Source: an optimization exercise on an open RTL-to-GDS flow (aim: small area, a short achievable clock period and few clock cycles). Production flows keep margins and buffers that such runs may drop. In this exercise RTL edits were held to simulation tests only and were not proved equivalent to the original. Power figures rest on the tool's default switching activity, not on a simulated workload.

Design LASER, start of the top module:
module LASER (
input CLK,
input RST,
input [3:0] X,
input [3:0] Y,
output reg [3:0] C1X,
output reg [3:0] C1Y,
output reg [3:0] C2X,
output reg [3:0] C2Y,
output reg DONE
);
clock: 13.0 ns
lec_check: 0
abc_area: 1
cap_margin: 20
core_margin: 2
core_utilization: 40
slew_margin: 20
standard.sh (not shown) runs the stock make flow with config.mk's settings and CLKGATE_MAP_FILE= SYNTH_SCRIPT=/design/flow/synth_recipe.tcl, a recipe that flattens the netlist after the stock synthesis.
==> flow/flow/run.sh <==
#!/bin/bash
# The standard layout (the standard.sh), except that
#  * synthesis swaps in cell netlists for the per-point blocks and the
#    adders (swap.tcl), and
#  * ORFS's timing repair (after floorplan, CTS and global routing) works
#    towards a setup slack of MARGIN ns at the design's clock period,
#    instead of only to a slack of 0, so that it sizes up the cells of the
#    longest paths.
set -euo pipefail
MARGIN=9.2
here=$(cd "$(dirname "$0")" && pwd)
work=$(dirname "$here")
cd "$work"
sed "s#^make -C #make SYNTH_CANONICALIZE_TCL=$here/swap.tcl SETUP_SLACK_MARGIN=$MARGIN MATCH_CELL_FOOTPRINT=0 -C #" standard.sh > swapped_standard.sh
grep -q "SYNTH_CANONICALIZE_TCL=" swapped_standard.sh
bash swapped_standard.sh > make.log 2>&1
Other scripts of this flow, unchanged in this note and not shown: flow/flow/gates.v, flow/flow/swap.tcl
Testbench counts at the start, summed over its fixed seeds: cycles 11,144.
Next try:
Settings changed: ABC_AREA 1 to 0, CTS_CLUSTER_DIAMETER set to 100, CTS_CLUSTER_SIZE set to 22.
Outcome: Wire length is lower by 0.52%. Clock-buffer cell count is lower by 61. Final cell count is lower by 4.5%. Worst hold slack improves by 0.020 ns. Power is lower by 21%. Clock skew is higher by 0.0030 ns. First-iteration DRC count is higher by 6.1%. Worst setup slack degrades by 0.82 ns. Design area stays flat.
Next try:
--- a/flow/flow/run.sh
+++ b/flow/flow/run.sh
@@ -8,5 +8,5 @@
 #    longest paths.
 set -euo pipefail
-MARGIN=9.2
+MARGIN=9.25
 here=$(cd "$(dirname "$0")" && pwd)
 work=$(dirname "$here")
Settings changed: ABC_AREA 0 to 1, CORE_UTILIZATION 40 to 55, CTS_CLUSTER_SIZE 22 to 26.
Effect: The changed run finished with timing, DRC and antenna clean; clock-buffer cell count decreases by 7; die area decreases by 28%; wire length decreases by 2.5%; sequential share of layout area increases by 0.98 points; setup slack gains 0.85 ns; power decreases by 4.2%; final area decreases by 3.3%; clock skew increases by 0.0065 ns; fmax increases by 22%; flip-flop and latch count stays the same.
Next try:
--- a/flow/flow/run.sh
+++ b/flow/flow/run.sh
@@ -8,5 +8,5 @@
 #    longest paths.
 set -euo pipefail
-MARGIN=9.25
+MARGIN=9.2
 here=$(cd "$(dirname "$0")" && pwd)
 work=$(dirname "$here")
Settings changed: CORE_UTILIZATION 55 to 60, CTS_CLUSTER_SIZE 26 to 22.
After rerunning: The changed run completed with no timing, DRC or antenna violations. Die area shrinks by 8.2%. Power grows by 1.2%. Final area grows by about 0.35%. Sequential cell count is unchanged. Setup slack is worse by 0.042 ns. Count of clock-buffer cells in the layout grows by 5. Via count grows by 1.5%.

Setup of oak:
LASER again, from the RTL that the note above started with.
export LEC_CHECK = 0
export ABC_AREA = 1
export CAP_MARGIN = 20
export CORE_MARGIN = 2
export CORE_UTILIZATION = 40
export CTS_CLUSTER_DIAMETER = 100
export CTS_CLUSTER_SIZE = 22
export SLEW_MARGIN = 20
create_clock -name core_clock -period 13.0 [get_ports {CLK}]
==> flow/flow/run.sh <==
#!/bin/bash
# The standard layout (the standard.sh), except that
#  * synthesis swaps in cell netlists for the per-point blocks and the
#    adders (swap.tcl), and
#  * ORFS's timing repair (after floorplan, CTS and global routing) works
#    towards a setup slack of MARGIN ns at the design's clock period,
#    instead of only to a slack of 0, so that it sizes up the cells of the
#    longest paths.
set -euo pipefail
MARGIN=9.35
here=$(cd "$(dirname "$0")" && pwd)
work=$(dirname "$here")
cd "$work"
sed "s#^make -C #make SYNTH_CANONICALIZE_TCL=$here/swap.tcl SETUP_SLACK_MARGIN=$MARGIN MATCH_CELL_FOOTPRINT=0 -C #" standard.sh > swapped_standard.sh
grep -q "SYNTH_CANONICALIZE_TCL=" swapped_standard.sh
bash swapped_standard.sh > make.log 2>&1
Other scripts of this flow, unchanged in this note and not shown: flow/flow/gates.v, flow/flow/swap.tcl
Testbench counts of oak, summed over its fixed seeds: cycles 11,144.
#### Input delta (pine over oak)
--- a/flow/flow/run.sh
+++ b/flow/flow/run.sh
@@ -8,5 +8,5 @@
 #    longest paths.
 set -euo pipefail
-MARGIN=9.35
+MARGIN=9.2
 here=$(cd "$(dirname "$0")" && pwd)
 work=$(dirname "$here")
--- outcome ---
Combinational power share: oak vs pine — no meaningful difference. Taking oak as the reference, in pine reported net switching power moved up, final worst slack moved down, met3 wirelength from detailed routing moved down. pine vs oak, standard cell with the maximum stage delay on the critical path: sky130_fd_sc_hd__fa_1 vs sky130_fd_sc_hd__edfxtp_1. Summary of pine over oak: number of clock buffers in the layout grew by about 1.9%; number of resized instances in the post-cts repair step shrank by 295. Total length of routed met2 wires (lower): pine. Area after detailed placement delta (pine -> oak): insignificant.

[afterwards: timing with drivers on the ports]
The flow's constraints put no driver on any port. The routed layouts listed below were extracted and timed again, unchanged, in two steps.
Step 1 sets driving cells, clkbuf_16 on the clock port and buf_2 on the other inputs (assumed; they add their load-dependent delay and slew).
Step 2 adds t to the input delays and takes it off the output delays; t is the mean of the earliest and latest rising clock arrival at the registers after step 1. Input paths then give back, and output paths get back, about the clock's delay inside the block.
Slacks: ideal / step 1 / step 2; pairs: ideal / step 1.
| run | t (ns) | slack for setup (ns) | latest minus earliest clock arrival (ns) | slew at the worst register clock pin (ns) |
|---|---|---|---|---|
| the first run of note 1 | 0.750 | 9.161 / 9.092 / 8.657 | 0.039 / 0.039 | 0.07 / 0.07 |
| the second run of note 1 | 0.744 | 8.344 / 8.344 / 8.344 | 0.042 / 0.043 | 0.10 / 0.10 |
| the third run of note 1 | 0.693 | 9.196 / 9.135 / 8.730 | 0.048 / 0.048 | 0.11 / 0.11 |
| the fourth run of note 1 | 0.685 | 9.154 / 9.147 / 8.758 | 0.055 / 0.055 | 0.10 / 0.10 |
| oak | 0.719 | 9.194 / 9.117 / 8.808 | 0.068 / 0.067 | 0.10 / 0.10 |
| pine | 0.736 | 9.115 / 9.100 / 8.662 | 0.028 / 0.029 | 0.10 / 0.10 |
After both steps setup and hold are still met in every run listed. The setup slack of the first run of note 1, which loses most, moves by -0.069 ns with the drivers and by -0.504 ns with both steps.
